Context: an optimization exercise on an open-source flow, tuned for a short achievable clock period and few clock cycles. The choices shown serve that exercise and are no tape-out recipe.
Only simulation tests tie the RTL to the original design; equivalence was not proved.
Power is estimated from default activity; no workload was simulated.

==> design.v <==
`default_nettype none
module cpu_alu (
    input wire [31:0] src_a,
    input wire [31:0] src_b,
    input wire [ 3:0] control,
    output reg signed [31:0] result,
    output reg carry,
    output reg borrow,
    output wire zero,
    output reg overflow,
    output wire neg,
    output reg lt
);
  wire signed [31:0] src_a_signed = src_a;
  wire signed [31:0] src_b_signed = src_b;
  wire [4:0] shamt = src_b[4:0];
  always @(*) begin
    carry    = 0;
    borrow   = 0;
    overflow = 0;
    lt       = 0;
    casez (control)
      4'b0000: {carry, result} = {1'b0, src_a} + {1'b0, src_b};
      4'b1000: begin
        {carry, result} = {1'b1, src_a} - {1'b0, src_b};
        borrow = ~carry;
        overflow = (src_a[31] != src_b[31]) && (result[31] != src_a[31]);
        lt = (result[31] ^ overflow);
      end
      4'b0001: result = src_a << shamt;
      4'b0010: result = {31'b0, src_a_signed < src_b_signed};
      4'b0011: result = {31'b0, src_a < src_b};
      4'b0100: result = src_a ^ src_b;
      4'b0101: result = src_a >> shamt;
      4'b1101: result = src_a_signed >>> shamt;
      4'b0110: result = src_a | src_b;
      4'b0111: result = src_a & src_b;
      4'b1001: result = src_a;
      4'b1010: result = src_b;
      4'b1111: result = 32'b0;
      default: result = 32'b0;
    endcase
  end
  assign zero = (result == 0);
  assign neg  = result[31];
endmodule
`default_nettype none
module cpu_imm_extend (
    input  wire [24:0] data,
    input  wire [ 2:0] imm_src,
    output reg  [31:0] imm_ext
);
  wire [11:0] imm_i = data[24:13];
  wire [11:0] imm_s = {data[24:18], data[4:0]};
  wire [12:0] imm_b = {data[24], data[0], data[23:18], data[4:1], 1'b0};
  wire [31:0] imm_u = {data[24:5], {12{1'b0}}};
  wire [20:0] imm_j = {data[24], data[12:5], data[13], data[23:14], 1'b0};
  always @(*) begin
    case (imm_src)
      3'd0: imm_ext = {{20{imm_i[11]}}, imm_i};
      3'd1: imm_ext = {{20{imm_s[11]}}, imm_s};
      3'd2: imm_ext = {{19{imm_b[12]}}, imm_b};
      3'd3: imm_ext = imm_u;
      3'd4: imm_ext = {{11{imm_j[20]}}, imm_j};
      default: imm_ext = 32'b0;
    endcase
  end
endmodule
`default_nettype none
module cpu_register_file (
    input wire clk,
    input wire rst_n,
    input wire [4:0] a1,
    input wire [4:0] a2,
    input wire [4:0] a3,
    input wire [31:0] wd3,
    input wire we3,
    output wire [31:0] rd1,
    output wire [31:0] rd2
);
  localparam REGS_SIZE = 32;
  reg [31:0] regs[0:REGS_SIZE-1];
  integer i;
  always @(negedge clk or negedge rst_n) begin
    if (!rst_n) begin
      for (i = 0; i < REGS_SIZE; i = i + 1) begin
        regs[i] <= 0;
      end
    end else begin
      if (we3 && a3 != 0) begin
        regs[a3] <= wd3;
      end
    end
  end
  assign rd1 = (a1 == 0) ? 0 : regs[a1];
  assign rd2 = (a2 == 0) ? 0 : regs[a2];
  generate
    genvar idx;
    for (idx = 0; idx < 32; idx = idx + 1) begin : g_register
      wire [31:0] val = regs[idx];
    end
  endgenerate
endmodule
`default_nettype none
module cpu_data_extend (
    input  wire [31:0] data,
    input  wire [ 2:0] control,
    output reg  [31:0] data_ext
);
  always @(*) begin
    case (control)
      3'b000:  data_ext = {{24{data[7]}}, data[7:0]};
      3'b001:  data_ext = {{16{data[15]}}, data[15:0]};
      3'b010:  data_ext = data;
      3'b100:  data_ext = {{24{1'b0}}, data[7:0]};
      3'b101:  data_ext = {{16{1'b0}}, data[15:0]};
      default: data_ext = 32'b0;
    endcase
  end
endmodule
`default_nettype none
module pipelined_cpu (
    input wire clk,
    input wire rst_n,
    output wire [31:0] instr_addr,
    input  wire [31:0] instr_data,
    output wire [31:0] data_addr,
    output wire [31:0] data_wdata,
    output wire [ 3:0] data_wenable,
    input  wire [31:0] data_rdata
);
  localparam BTB_N = 16;
  localparam BTB_IW = 4;
  localparam BTB_TW = 8;
  localparam BTB_GW = 12;   
  reg  [29:0] pc_f;
  reg         v_d;
  reg  [31:0] instr_d;
  reg  [29:0] off_d;
  reg  [31:1] rs1oh_d, rs2oh_d;
  reg  [31:1] rs1oh_hi_d, rs2oh_hi_d;
  reg  [29:0] pc_d;
  reg         pt_d;
  reg  [29:0] ptgt_d;
  reg         v_e;
  reg  [31:0] a_e, b_e, sd_e;
  reg  [31:0] sha_e;
  reg  [ 4:0] shb_e;
  reg         sub_e;
  reg         sel_add_e, sel_sll_e, sel_sr_e, sel_slt_e, sel_sltu_e;
  reg         sel_xor_e, sel_or_e, sel_and_e, sel_link_e;
  reg         sra_e;
  reg         br_e, jal_e, jalr_e;
  reg  [ 2:0] f3_e;
  reg         ld_e;
  reg  [ 3:0] st_e;
  reg  [ 4:0] rd_e;
  reg         wr_e;
  reg  [29:0] pc_e;
  reg  [29:0] link_e;
  reg  [29:0] tgt_e;
  reg         pt_e;
  reg  [29:0] ptgt_e;
  reg  [31:0] res_m;
  reg  [31:0] addr_m;
  reg  [31:0] sd_m;
  reg  [ 3:0] wen_m;
  reg         ld_m;
  reg  [ 2:0] ldf_m;
  reg  [ 4:0] rd_m;
  reg  [31:1] rdoh_m;
  reg         wr_m;
  reg         redir_m;
  reg         jalr_m;
  reg         taken_m;
  reg  [29:0] jt_m;
  reg  [29:0] tgt_m;
  reg  [29:0] link_m;
  reg         ctl_m;
  reg  [29:0] pc_m;
  wire [31:0] res_e;
  wire [31:0] wnext_m;
  reg  [BTB_N-1:0] btb_v;
  reg  [BTB_TW-1:0] btb_tag[0:BTB_N-1];
  reg  [BTB_GW-1:0] btb_tgt[0:BTB_N-1];
  reg  [ 1:0] btb_ctr[0:BTB_N-1];
  reg  [ 4:0] btb_cur[0:BTB_N-1];
  reg  [ 4:0] btb_trip[0:BTB_N-1];
  reg  [BTB_N-1:0] btb_conf;
  reg  [BTB_N-1:0] bsel_f;
  wire [BTB_TW-1:0] bt_f = pc_f[BTB_IW+BTB_TW-1:BTB_IW];
  reg  [BTB_N-1:0] bh_f;
  reg  [BTB_GW-1:0] btgt_lo_f;
  reg  [BTB_N-1:0] bsel_tgt_f;
  integer bj;
  always @(*) begin
    btgt_lo_f = {BTB_GW{1'b0}};
    bsel_tgt_f = {BTB_N{1'b0}};
    for (bj = 0; bj < BTB_N; bj = bj + 1) begin
      bh_f[bj] = bsel_f[bj] && btb_v[bj] && btb_ctr[bj][1] &&
                 !(btb_conf[bj] && btb_cur[bj] == btb_trip[bj]) && btb_tag[bj] == bt_f;
      btgt_lo_f = btgt_lo_f | ({BTB_GW{bh_f[bj]}} & btb_tgt[bj]);
      bsel_tgt_f = bsel_tgt_f | ({BTB_N{bh_f[bj]}} & ({{(BTB_N-1){1'b0}}, 1'b1} << btb_tgt[bj][BTB_IW-1:0]));
    end
  end
  wire bhit_f = |bh_f;
  wire [29:0] btgt_f = {pc_f[29:BTB_GW], btgt_lo_f};
  wire [BTB_IW-1:0] bi_m = pc_m[BTB_IW-1:0];
  wire [BTB_TW-1:0] bt_m = pc_m[BTB_IW+BTB_TW-1:BTB_IW];
  wire [BTB_IW-1:0] bi_e = pc_e[BTB_IW-1:0];
  wire [BTB_TW-1:0] bt_e = pc_e[BTB_IW+BTB_TW-1:BTB_IW];
  wire bmatch_e = btb_v[bi_e] && btb_tag[bi_e] == bt_e;
  wire [1:0] bctr_e = btb_ctr[bi_e];
  reg bmatch_m;
  reg [1:0] bctr_m;
  reg [4:0] bcur_m, btrip_m;
  always @(posedge clk or negedge rst_n) begin
    if (!rst_n) begin
      bmatch_m <= 1'b0;
      bctr_m <= 2'b00;
      bcur_m <= 5'b0;
      btrip_m <= 5'b0;
    end else begin
      bmatch_m <= bmatch_e;
      bctr_m <= bctr_e;
      bcur_m <= btb_cur[bi_e];
      btrip_m <= btb_trip[bi_e];
    end
  end
  genvar gi;
  generate
    for (gi = 0; gi < BTB_N; gi = gi + 1) begin : g_btb
      always @(posedge clk or negedge rst_n) begin
        if (!rst_n) begin
          btb_v[gi] <= 1'b0;
          btb_tag[gi] <= {BTB_TW{1'b0}};
          btb_tgt[gi] <= {BTB_GW{1'b0}};
          btb_ctr[gi] <= 2'b00;
          btb_cur[gi] <= 5'b0;
          btb_trip[gi] <= 5'b0;
          btb_conf[gi] <= 1'b0;
        end else if (ctl_m && bi_m == gi) begin
          if (taken_m) begin
            btb_v[gi] <= 1'b1;
            btb_tag[gi] <= bt_m;
            btb_tgt[gi] <= tgt_m[BTB_GW-1:0];
            if (bmatch_m) begin
              btb_ctr[gi] <= (bctr_m == 2'b11) ? 2'b11 : bctr_m + 2'b01;
              btb_cur[gi] <= (bcur_m == 5'd31) ? 5'd31 : bcur_m + 5'd1;
            end else begin
              btb_ctr[gi] <= 2'b10;
              btb_cur[gi] <= 5'd1;
              btb_trip[gi] <= 5'd0;
              btb_conf[gi] <= 1'b0;
            end
          end else if (bmatch_m) begin
            btb_ctr[gi] <= (bctr_m == 2'b00) ? 2'b00 : bctr_m - 2'b01;
            btb_cur[gi] <= 5'd0;
            btb_trip[gi] <= bcur_m;
            btb_conf[gi] <= bcur_m == btrip_m;
          end
        end
      end
    end
  endgenerate
  wire stall_d;
  wire [29:0] pc4_f = pc_f + 30'd1;
  wire [29:0] pred_f = bhit_f ? btgt_f : pc4_f;
  wire [29:0] redir_pc = jalr_m ? jt_m : (taken_m ? tgt_m : link_m);
  wire flush_f;
  wire mis_fast;
  wire [29:0] fast_pc;
  wire [BTB_N-1:0] bsel_fast;
  wire [29:0] pc_next = redir_m ? redir_pc : mis_fast ? fast_pc : pred_f;
  wire [BTB_N-1:0] bsel_redir = {{(BTB_N-1){1'b0}}, 1'b1} << redir_pc[BTB_IW-1:0];
  wire [BTB_N-1:0] bsel_step = {bsel_f[BTB_N-2:0], bsel_f[BTB_N-1]};
  wire [BTB_N-1:0] bsel_next = redir_m ? bsel_redir : mis_fast ? bsel_fast : bhit_f ? bsel_tgt_f : bsel_step;
  always @(posedge clk or negedge rst_n) begin
    if (!rst_n) begin
      pc_f <= 30'b0;
      bsel_f <= {{(BTB_N-1){1'b0}}, 1'b1};
    end else if (flush_f || !stall_d) begin
      pc_f <= pc_next;
      bsel_f <= bsel_next;
    end
  end
  reg [29:0] iaddr_q;
  always @(posedge clk) begin
    if (!rst_n) iaddr_q <= 30'b0;
    else if (flush_f || !stall_d) iaddr_q <= pc_next;
  end
  assign instr_addr = {iaddr_q, 2'b00};
  wire [31:0] offb_f = {{19{instr_data[31]}}, instr_data[31], instr_data[7], instr_data[30:25], instr_data[11:8], 1'b0};
  wire [31:0] offj_f = {{11{instr_data[31]}}, instr_data[31], instr_data[19:12], instr_data[20], instr_data[30:21], 1'b0};
  wire [31:0] off_full_f = instr_data[3] ? offj_f : offb_f;
  wire [29:0] off_f = off_full_f[31:2];
  wire [31:0] rs1oh_full = 32'b1 << instr_data[19:15];
  wire [31:0] rs2oh_full = 32'b1 << instr_data[24:20];
  wire [31:1] rs1oh_f = rs1oh_full[31:1];
  wire [31:1] rs2oh_f = rs2oh_full[31:1];
  always @(posedge clk) begin
    if (!stall_d) begin
      rs1oh_hi_d <= rs1oh_f;
      rs2oh_hi_d <= rs2oh_f;
    end
  end
  always @(posedge clk or negedge rst_n) begin
    if (!rst_n) begin
      v_d <= 1'b0;
      instr_d <= 32'b0;
      off_d <= 30'b0;
      rs1oh_d <= 31'b0;
      rs2oh_d <= 31'b0;
      pc_d <= 30'b0;
      pt_d <= 1'b0;
      ptgt_d <= 30'b0;
    end else begin
      if (flush_f) v_d <= 1'b0;
      else if (!stall_d) v_d <= 1'b1;
      if (!stall_d) begin
        instr_d <= instr_data;
        off_d <= off_f;
        rs1oh_d <= rs1oh_f;
        rs2oh_d <= rs2oh_f;
        pc_d <= pc_f;
        pt_d <= bhit_f;
        ptgt_d <= btgt_f;
      end
    end
  end
  wire [6:0] op_d = instr_d[6:0];
  wire [2:0] f3_d = instr_d[14:12];
  wire       f7b_d = instr_d[30];
  wire [4:0] rs1_d = instr_d[19:15];
  wire [4:0] rs2_d = instr_d[24:20];
  wire [4:0] rd_d = instr_d[11:7];
  wire is_load = op_d == 7'b0000011;
  wire is_store = op_d == 7'b0100011;
  wire is_opimm = op_d == 7'b0010011;
  wire is_op = op_d == 7'b0110011;
  wire is_lui = op_d == 7'b0110111;
  wire is_auipc = op_d == 7'b0010111;
  wire is_br = op_d == 7'b1100011;
  wire is_jal = op_d == 7'b1101111;
  wire is_jalr = op_d == 7'b1100111;
  wire use1_d = is_load | is_store | is_opimm | is_op | is_br | is_jalr;
  wire use2_d = is_op | is_br | is_store;
  wire wr_d = v_d & (is_load | is_opimm | is_op | is_lui | is_auipc | is_jal | is_jalr) & (rd_d != 5'd0);
  wire [31:0] imm_i = {{20{instr_d[31]}}, instr_d[31:20]};
  wire [31:0] imm_s = {{20{instr_d[31]}}, instr_d[31:25], instr_d[11:7]};
  wire [31:0] imm_b = {{19{instr_d[31]}}, instr_d[31], instr_d[7], instr_d[30:25], instr_d[11:8], 1'b0};
  wire [31:0] imm_u = {instr_d[31:12], 12'b0};
  wire [31:0] imm_j = {{11{instr_d[31]}}, instr_d[31], instr_d[19:12], instr_d[20], instr_d[30:21], 1'b0};
  wire [31:0] imm_d = is_store ? imm_s : (is_lui | is_auipc) ? imm_u : imm_i;
  wire [29:0] tgt_d = pc_d + off_d;
  reg [31:0] rf[1:31];
  generate
    for (gi = 1; gi < 32; gi = gi + 1) begin : g_rf
      always @(posedge clk or negedge rst_n) begin
        if (!rst_n) rf[gi] <= 32'b0;
        else if (wr_m && rdoh_m[gi]) rf[gi] <= wnext_m;
      end
    end
  endgenerate
  reg [31:0] rf1, rf2;
  integer ri;
  always @(*) begin
    rf1 = 32'b0;
    rf2 = 32'b0;
    for (ri = 1; ri < 32; ri = ri + 1) begin
      rf1 = rf1 | ({{16{rs1oh_hi_d[ri]}}, {16{rs1oh_d[ri]}}} & rf[ri]);
      rf2 = rf2 | ({{16{rs2oh_hi_d[ri]}}, {16{rs2oh_d[ri]}}} & rf[ri]);
    end
  end
  wire [31:0] rv1_d = rf1;
  wire [31:0] rv2_d = rf2;
  reg m1_e, m2_e, m1_m, m2_m, stall_q;
  wire [6:0] op_f = instr_data[6:0];
  wire [4:0] rs1_f = instr_data[19:15];
  wire [4:0] rs2_f = instr_data[24:20];
  wire use1_f = op_f == 7'b0000011 || op_f == 7'b0100011 || op_f == 7'b0010011 ||
                op_f == 7'b0110011 || op_f == 7'b1100011 || op_f == 7'b1100111;
  wire use2_f = op_f == 7'b0110011 || op_f == 7'b1100011 || op_f == 7'b0100011;
  always @(posedge clk or negedge rst_n) begin
    if (!rst_n) begin
      m1_e <= 1'b0;
      m2_e <= 1'b0;
      m1_m <= 1'b0;
      m2_m <= 1'b0;
      stall_q <= 1'b0;
    end else if (stall_d) begin
      m1_e <= 1'b0;
      m2_e <= 1'b0;
      m1_m <= wr_e && rd_e == rs1_d;
      m2_m <= wr_e && rd_e == rs2_d;
      stall_q <= 1'b0;
    end else begin
      m1_e <= wr_d && rd_d == rs1_f;
      m2_e <= wr_d && rd_d == rs2_f;
      m1_m <= wr_e && rd_e == rs1_f;
      m2_m <= wr_e && rd_e == rs2_f;
      stall_q <= wr_d && is_load && ((use1_f && rd_d == rs1_f) || (use2_f && rd_d == rs2_f));
    end
  end
  assign stall_d = stall_q && v_d;
  wire a_rs1 = !(is_lui | is_auipc | is_jal);
  wire b_rs2 = is_op | is_br;
  wire alu_sub = is_br | (is_op & f7b_d & f3_d == 3'b000) | ((is_op | is_opimm) & (f3_d == 3'b010 || f3_d == 3'b011));
  wire alu_class = is_op | is_opimm;
  wire is_shift = alu_class & (f3_d == 3'b001 || f3_d == 3'b101);
  always @(posedge clk or negedge rst_n) begin
    if (!rst_n) begin
      v_e <= 1'b0;
      a_e <= 32'b0;
      b_e <= 32'b0;
      sd_e <= 32'b0;
      sha_e <= 32'b0;
      shb_e <= 5'b0;
      sub_e <= 1'b0;
      sel_add_e <= 1'b0;
      sel_sll_e <= 1'b0;
      sel_sr_e <= 1'b0;
      sel_slt_e <= 1'b0;
      sel_sltu_e <= 1'b0;
      sel_xor_e <= 1'b0;
      sel_or_e <= 1'b0;
      sel_and_e <= 1'b0;
      sel_link_e <= 1'b0;
      sra_e <= 1'b0;
      br_e <= 1'b0;
      jal_e <= 1'b0;
      jalr_e <= 1'b0;
      f3_e <= 3'b0;
      ld_e <= 1'b0;
      st_e <= 4'b0;
      rd_e <= 5'b0;
      wr_e <= 1'b0;
      pc_e <= 30'b0;
      link_e <= 30'b0;
      tgt_e <= 30'b0;
      pt_e <= 1'b0;
      ptgt_e <= 30'b0;
    end else begin
      a_e <= (a_rs1 & m1_e) ? res_e : is_lui ? 32'b0 : (is_auipc | is_jal) ? {pc_d, 2'b00} : m1_m ? wnext_m : rv1_d;
      b_e <= (b_rs2 & m2_e) ? (res_e ^ {32{alu_sub}}) : (!b_rs2 ? imm_d : m2_m ? wnext_m : rv2_d) ^ {32{alu_sub}};
      sd_e <= m2_e ? res_e : m2_m ? wnext_m : rv2_d;
      sha_e <= !is_shift ? 32'b0 : m1_e ? res_e : m1_m ? wnext_m : rv1_d;
      shb_e <= !is_shift ? 5'b0 : !b_rs2 ? imm_d[4:0] : m2_e ? res_e[4:0] : m2_m ? wnext_m[4:0] : rv2_d[4:0];
      sub_e <= alu_sub;
      sel_add_e <= (!alu_class & !is_jal & !is_jalr) | (alu_class & f3_d == 3'b000);
      sel_sll_e <= alu_class & f3_d == 3'b001;
      sel_sr_e <= alu_class & f3_d == 3'b101;
      sel_slt_e <= alu_class & f3_d == 3'b010;
      sel_sltu_e <= alu_class & f3_d == 3'b011;
      sel_xor_e <= alu_class & f3_d == 3'b100;
      sel_or_e <= alu_class & f3_d == 3'b110;
      sel_and_e <= alu_class & f3_d == 3'b111;
      sel_link_e <= is_jal | is_jalr;
      sra_e <= f7b_d;
      f3_e <= f3_d;
      ld_e <= is_load;
      st_e <= !is_store ? 4'b0000 : f3_d[1] ? 4'b1111 : f3_d[0] ? 4'b0011 : 4'b0001;
      rd_e <= rd_d;
      pc_e <= pc_d;
      link_e <= pc_d + 30'd1;
      tgt_e <= tgt_d;
      ptgt_e <= ptgt_d;
      if (flush_f || stall_d || !v_d) begin
        v_e <= 1'b0;
        wr_e <= 1'b0;
        br_e <= 1'b0;
        jal_e <= 1'b0;
        jalr_e <= 1'b0;
        pt_e <= 1'b0;
        st_e <= 4'b0;
        ld_e <= 1'b0;
      end else begin
        v_e <= 1'b1;
        wr_e <= wr_d;
        br_e <= is_br;
        jal_e <= is_jal;
        jalr_e <= is_jalr;
        pt_e <= pt_d;
      end
    end
  end
  wire [31:0] rdoh_e = 32'b1 << rd_e;
  wire [31:0] opa = a_e;
  wire [31:0] opb = b_e;
  wire [31:0] opsd = sd_e;
  wire [32:0] sum = {1'b0, opa} + {1'b0, opb} + {32'b0, sub_e};
  wire ltu = !sum[32];
  wire lt = (opa[31] ^ opb[31]) ? ltu : opa[31];
  wire eq = &(opa ^ opb);
  wire [4:0] shamt = shb_e;
  wire [31:0] sll = sha_e << shamt;
  wire signed [32:0] sr_in = {sra_e & sha_e[31], sha_e};
  wire [32:0] sr_out = sr_in >>> shamt;
  wire [31:0] sr = sr_out[31:0];
  assign res_e =
      ({32{sel_add_e}} & sum[31:0]) |
      ({32{sel_sll_e}} & sll) |
      ({32{sel_sr_e}} & sr) |
      ({32{sel_slt_e}} & {31'b0, lt}) |
      ({32{sel_sltu_e}} & {31'b0, ltu}) |
      ({32{sel_xor_e}} & (opa ^ opb)) |
      ({32{sel_or_e}} & (opa | opb)) |
      ({32{sel_and_e}} & (opa & opb)) |
      ({32{sel_link_e}} & {link_e, 2'b00});
  reg cond_e;
  always @(*) begin
    case (f3_e)
      3'b000:  cond_e = eq;
      3'b001:  cond_e = !eq;
      3'b100:  cond_e = lt;
      3'b101:  cond_e = !lt;
      3'b110:  cond_e = ltu;
      3'b111:  cond_e = !ltu;
      default: cond_e = 1'b0;
    endcase
  end
  wire taken_e = jal_e | (br_e & cond_e);
  wire tgt_ok_e = ptgt_e == tgt_e;
  wire mis_e = v_e & (jalr_e | (taken_e ? !(pt_e & tgt_ok_e) : pt_e));
  wire late_e = jalr_e | (br_e & f3_e[2]);
  wire taken_fast = jal_e | (br_e & (eq ^ f3_e[0]));
  assign mis_fast = !redir_m & v_e & !late_e & (taken_fast ? !(pt_e & tgt_ok_e) : pt_e);
  assign flush_f = redir_m | mis_fast;
  assign fast_pc = taken_fast ? tgt_e : link_e;
  wire [BTB_N-1:0] bsel_ftgt = {{(BTB_N-1){1'b0}}, 1'b1} << tgt_e[BTB_IW-1:0];
  wire [BTB_N-1:0] bsel_flink = {{(BTB_N-1){1'b0}}, 1'b1} << link_e[BTB_IW-1:0];
  assign bsel_fast = taken_fast ? bsel_ftgt : bsel_flink;
  always @(posedge clk or negedge rst_n) begin
    if (!rst_n) begin
      res_m <= 32'b0;
      wen_m <= 4'b0;
      ld_m <= 1'b0;
      ldf_m <= 3'b0;
      rd_m <= 5'b0;
      rdoh_m <= 31'b0;
      wr_m <= 1'b0;
      redir_m <= 1'b0;
      jalr_m <= 1'b0;
      taken_m <= 1'b0;
      jt_m <= 30'b0;
      tgt_m <= 30'b0;
      link_m <= 30'b0;
      ctl_m <= 1'b0;
      pc_m <= 30'b0;
    end else begin
      res_m <= res_e;
      ld_m <= ld_e;
      ldf_m <= f3_e;
      rd_m <= rd_e;
      rdoh_m <= rdoh_e[31:1];
      jalr_m <= jalr_e;
      taken_m <= taken_e;
      jt_m <= sum[31:2];
      tgt_m <= tgt_e;
      link_m <= link_e;
      pc_m <= pc_e;
      if (redir_m) begin
        wen_m <= 4'b0;
        wr_m <= 1'b0;
        redir_m <= 1'b0;
        ctl_m <= 1'b0;
      end else begin
        wen_m <= st_e;
        wr_m <= wr_e;
        redir_m <= mis_e & late_e;
        ctl_m <= v_e & (br_e | jal_e);
      end
    end
  end
  always @(posedge clk) begin
    addr_m <= sum[31:0];
    sd_m <= opsd;
  end
  assign data_addr = addr_m;
  assign data_wdata = sd_m;
  assign data_wenable = wen_m;
  reg [31:0] ldv_m;
  always @(*) begin
    case (ldf_m)
      3'b000:  ldv_m = {{24{data_rdata[7]}}, data_rdata[7:0]};
      3'b001:  ldv_m = {{16{data_rdata[15]}}, data_rdata[15:0]};
      3'b100:  ldv_m = {24'b0, data_rdata[7:0]};
      3'b101:  ldv_m = {16'b0, data_rdata[15:0]};
      default: ldv_m = data_rdata;
    endcase
  end
  assign wnext_m = ld_m ? ldv_m : res_m;
endmodule
==> flow/run.sh <==
#!/bin/bash
# Standard layout, with repair_timing aiming for more setup slack than the
# flow settings allow (same clock, same constraints), and free to resize
# cells to any drive strength.
set -euo pipefail
bash standard.sh SETUP_SLACK_MARGIN=8.5 MATCH_CELL_FOOTPRINT=0 finish > standard_flow.log 2>&1
==> standard.sh <==
#!/bin/bash
# synth_recipe.tcl (not shown) runs the flow's synth.tcl, then flattens the netlist and writes it again
# the make line also repeats each setting of config.mk as NAME=value (left out here)
make -C /OpenROAD-flow-scripts/flow DESIGN_CONFIG=/design/flow/config.mk WORK_HOME=/design/flow/orfs CLKGATE_MAP_FILE= SYNTH_SCRIPT=/design/flow/synth_recipe.tcl "${@:-finish}"
==> config.mk <==
export PLATFORM = sky130hd
export DESIGN_NAME = pipelined_cpu
export DESIGN_NICKNAME = pipelined_cpu
export VERILOG_FILES = /design/flow/design.v
export SDC_FILE = /design/flow/constraint.sdc
export NUM_CORES = 4
export LEC_CHECK = 0
export CAP_MARGIN = 20
export CORE_MARGIN = 2
export CORE_UTILIZATION = 45
export PLACE_DENSITY = 0.65
export SLEW_MARGIN = 20
==> constraint.sdc <==
create_clock -name core_clock -period 11.0 [get_ports {clk}]
set_input_delay 2.2000 -clock core_clock [delete_from_list [all_inputs] [get_ports {clk}]]
set_output_delay 2.2000 -clock core_clock [all_outputs]
set_load 0.01 [all_outputs]
==> impl_metrics.tcl <==
set metrics [dict create \
    vias 110304 \
    coreArea_sq_mm 0.251 \
    ys_ff_latch 2347 \
    die_area_sq_mm 0.256 \
    clock_latency_ns 1.00 \
    hold_class "register to register" \
    wl_mm 581 \
    synthMuxAreaShare 0.0787 \
    die_w_um 506 \
    io_pins 166 \
    first_global_vias 104180 \
    slew_violations 2 \
    cts_made_buffers 276 \
    hold_violations 0 \
    synthXorXnorAreaFrac 0.0318 \
    reg2reg_depth 7 \
    cp.required_ns 11.85 \
    drt-pass1-iter-count 15 \
    clockBufferDepth 4 \
    cts.clk_slew.worst_paths_ns 0.06 \
    critPathCaptureType "register" \
    status "finished with violations" \
    skew_ns 0.101 \
    port_buffers 163 \
    reg2reg_from "instr_d[0]" \
    gp_congestion 1.06 \
    synthCells 11242 \
    synth_edf_count 62 \
    seq_area_frac_synth 0.517 \
    finalSetupViolations 0 \
    maxCapViolCount 1 \
    drive_above_1_share 0.328 \
    vdd_drop_max_v 0.000177 \
    r2r_end "b_e[26]" \
    timing.setup.tns_ns 0 \
    utilization 0.586 \
    die_h_um 506 \
    ys_warn_count 7 \
    synth_compound_area_frac 0.199 \
    total_leakage_power_nw 64.6 \
    antenna_found_initial 51 \
    start_kind "register" \
    rsz0062_at_grt "true" \
    syn_area_sq_mm 0.113 \
    drt-initial-drc-count 19945 \
    cts_root_buf "clkbuf_16" \
    min_path_cells 0 \
    worstPathMaxFanout 20 \
    min_period_over_period 0.347 \
    fmax_mhz 262 \
    synth-async-reset-ratio 0.934 \
    fin_crit_ns 3.81 \
    relSlewSlack -0.162 \
    post-route-drc-count 0 \
    fin_hold_ws_ns 0.351 \
    final_area_sq_mm 0.147 \
    so_faults "max-capacitance violations, max-slew violations" \
    routed_via_density 7.16 \
    min_from "sd_e[12]" \
    synthAdderAreaFrac 0.0112 \
    syn_area_per_cell_sq_um 10.1 \
    placed_area_sq_mm 0.119 \
    htreeDepth 5 \
    synthFlopType "dfrtp_1" \
    rrSetupSlack_ns 7.19 \
    grt_use_total 0.431 \
    postRouteAntennaNets 0 \
    cts.sinks 2347 \
    synthSimpleGateAreaFrac 0.123 \
    hold_end "sd_m[12]" \
    crit_type "register to register" \
    wire_per_inst_um 37.7 \
    nNetsFinal 11976 \
    cts_tree "done" \
    area_growth_pct 29.7 \
    arrival_ns 4.67 \
    overflow 0 \
    grt_pass1_wl_mm 791 \
    start_util 0.452 \
    tightest_slew_ns 1.74 \
    power_density_mw_per_mm2 194 \
    synth_top_family_by_area "compound AO/OA/AOI/OAI gates" \
    rows 184 \
    ys_types 98 \
    grt_max_degree 151 \
    hpwl_mm 338 \
]
-- registers in the layout, summed over array words and instances, names as in the netlist, 80 cells and up --
name / cells
rf: 992
btb_trip: 80
btb_tgt: 192
btb_cur: 80
btb_tag: 128
-- area by class of cell --
| class | instances | area (sq um) |
|---|---|---|
| antenna | 47 | 118 |
| clock buffer | 397 | 8060 |
| clock inverter | 73 | 788 |
| fill | 19956 | 104000 |
| inverter | 140 | 572 |
| multi-input combinational | 7800 | 60100 |
| sequential | 2347 | 58800 |
| tap | 3348 | 4190 |
| timing repair buffer | 1244 | 14300 |
| timing repair inverter | 1 | 16.3 |
-- layer usage --
metal  vias to the layer above  share of wire  wire length (um)  global-route usage
met2                     10597           0.40            232000               0.597
li1                      42392              -                 -                   -
met1                     53540           0.33            190000               0.504
met5                         -         0.0029              1700              0.0352
met4                        66           0.11             63000               0.349
met3                      3709           0.16             93600               0.207
-- cells in the final DEF (no fill, tap or decap), drive strengths merged, types with 364 or more instances in the layout --
cell,instances
clkbuf,471
a22oi,493
mux2,513
a22o,364
buf,1120
dfrtp,2190
nand2,1635
o21ai,1370
a221oi,383
nor2,446
-- stage by stage --
stage / power [mW] / setup WS (ns) / std cells
detailed placement: 15.5 / 6.04 / 14086
CTS: 26.7 / 7.30 / 15109
finish: 28.5 / 7.19 / 15397
global placement: 15.4 / 6.04 / 14083
global route: 29.0 / 7.16 / 15369
floorplan: 13.1 / 7.19 / 11243
-- how the worst max path moves through the flow --
stage,start,endpoint,slack (ns),cells past startpoint
final,instr_d[0],b_e[26],7.19,7
after global routing,instr_d[1],b_e[26],7.16,7
after CTS,sd_m[12],data_wdata[12],7.30,1
after detailed placement,data_rdata[7],a_e[31],6.04,9
after global placement,data_rdata[7],a_e[31],6.04,9
after floorplan,data_rdata[15],b_e[30],7.19,8
-- where the power goes --
| part | switching, mW | total, mW | internal, mW |
|---|---|---|---|
| sequential | 1.35 | 11.0 | 9.62 |
| combinational | 4.91 | 8.32 | 3.41 |
| clock | 3.83 | 9.24 | 5.41 |
-- cell usage after synthesis, drive strengths merged, types with 24 or more instances --
library cell	instances	area, sq um
edfxtp	62	1860
mux4	76	1710
a22oi	493	3700
a21oi	326	1640
nor4	52	347
o31ai	35	263
buf	92	571
or3	30	188
dfrtp	2190	54800
nand3	212	1070
xnor2	241	2110
o211ai	24	185
nand4	216	1350
dfxtp	94	1880
mux2i	145	1450
nor3	229	1180
o21ai	1354	6780
mux2	511	5750
and3	47	294
a21o	73	548
a221oi	383	3350
a31oi	30	194
ha	97	1210
a211oi	66	510
clkbuf	893	3350
nand2b	70	438
nand3b	29	218
nor2b	43	269
xor2	170	1490
nor2	446	1670
nand2	1635	6140
inv	135	507
o22ai	58	363
a22o	364	3190
-- kinds of logic after synthesis --
logic type,Yosys count
muxes,732
AOI/OAI and AO/OA,3416
buffers and inverters,1125
DFF,2347
and+or+nand+nor,3110
other,1
adders and majority gates,100
xor gates and xnor gates,411
-- critical path: stages, from the launching register on --
cell and delay, ns:
dfrtp_1 0.39, nand3_1 0.28, or3_1 0.63, and2_1 0.51, a21oi_1 1.42, nor2_1 0.14, a21oi_2 0.19, xnor2_1 0.14
-- what timing repair did --
action | 4_1_cts | 5_1_grt
gates resized for setup | 2365 | 1048
setup endpoints to repair | 3684 | 2157
hold buffers | 0 | 0
pin swaps | 661 | 492
gates cloned | 95 | 26
setup buffers | 458 | 209
Testbench counts, summed over its fixed seeds: cycles 478,929.

[separate check: timing with driven ports]
No port has a modelled driver above. Below, the same layout with a new extraction and two added sets of constraints. Step 1 sets driving cells, clkbuf_16 on the clock port and buf_2 on the other inputs (assumed; they add their load-dependent delay and slew). Step 2 also shifts input and output timing later by t, the mid clock arrival at the registers, as if the neighbouring blocks saw the same clock. a / b / c = no drivers / after step 1 / after step 2; a / b = the first two.
t (ns): 1.050
setup WS [ns]: 7.185 / 7.161 / 6.656
hold slack, ns: 0.351 / 0.351 / 0.351
worst data-port slew with drivers (ns): 0.44
For this run, drivers alone change the setup slack by -0.024 ns; drivers and shift together by -0.529 ns.
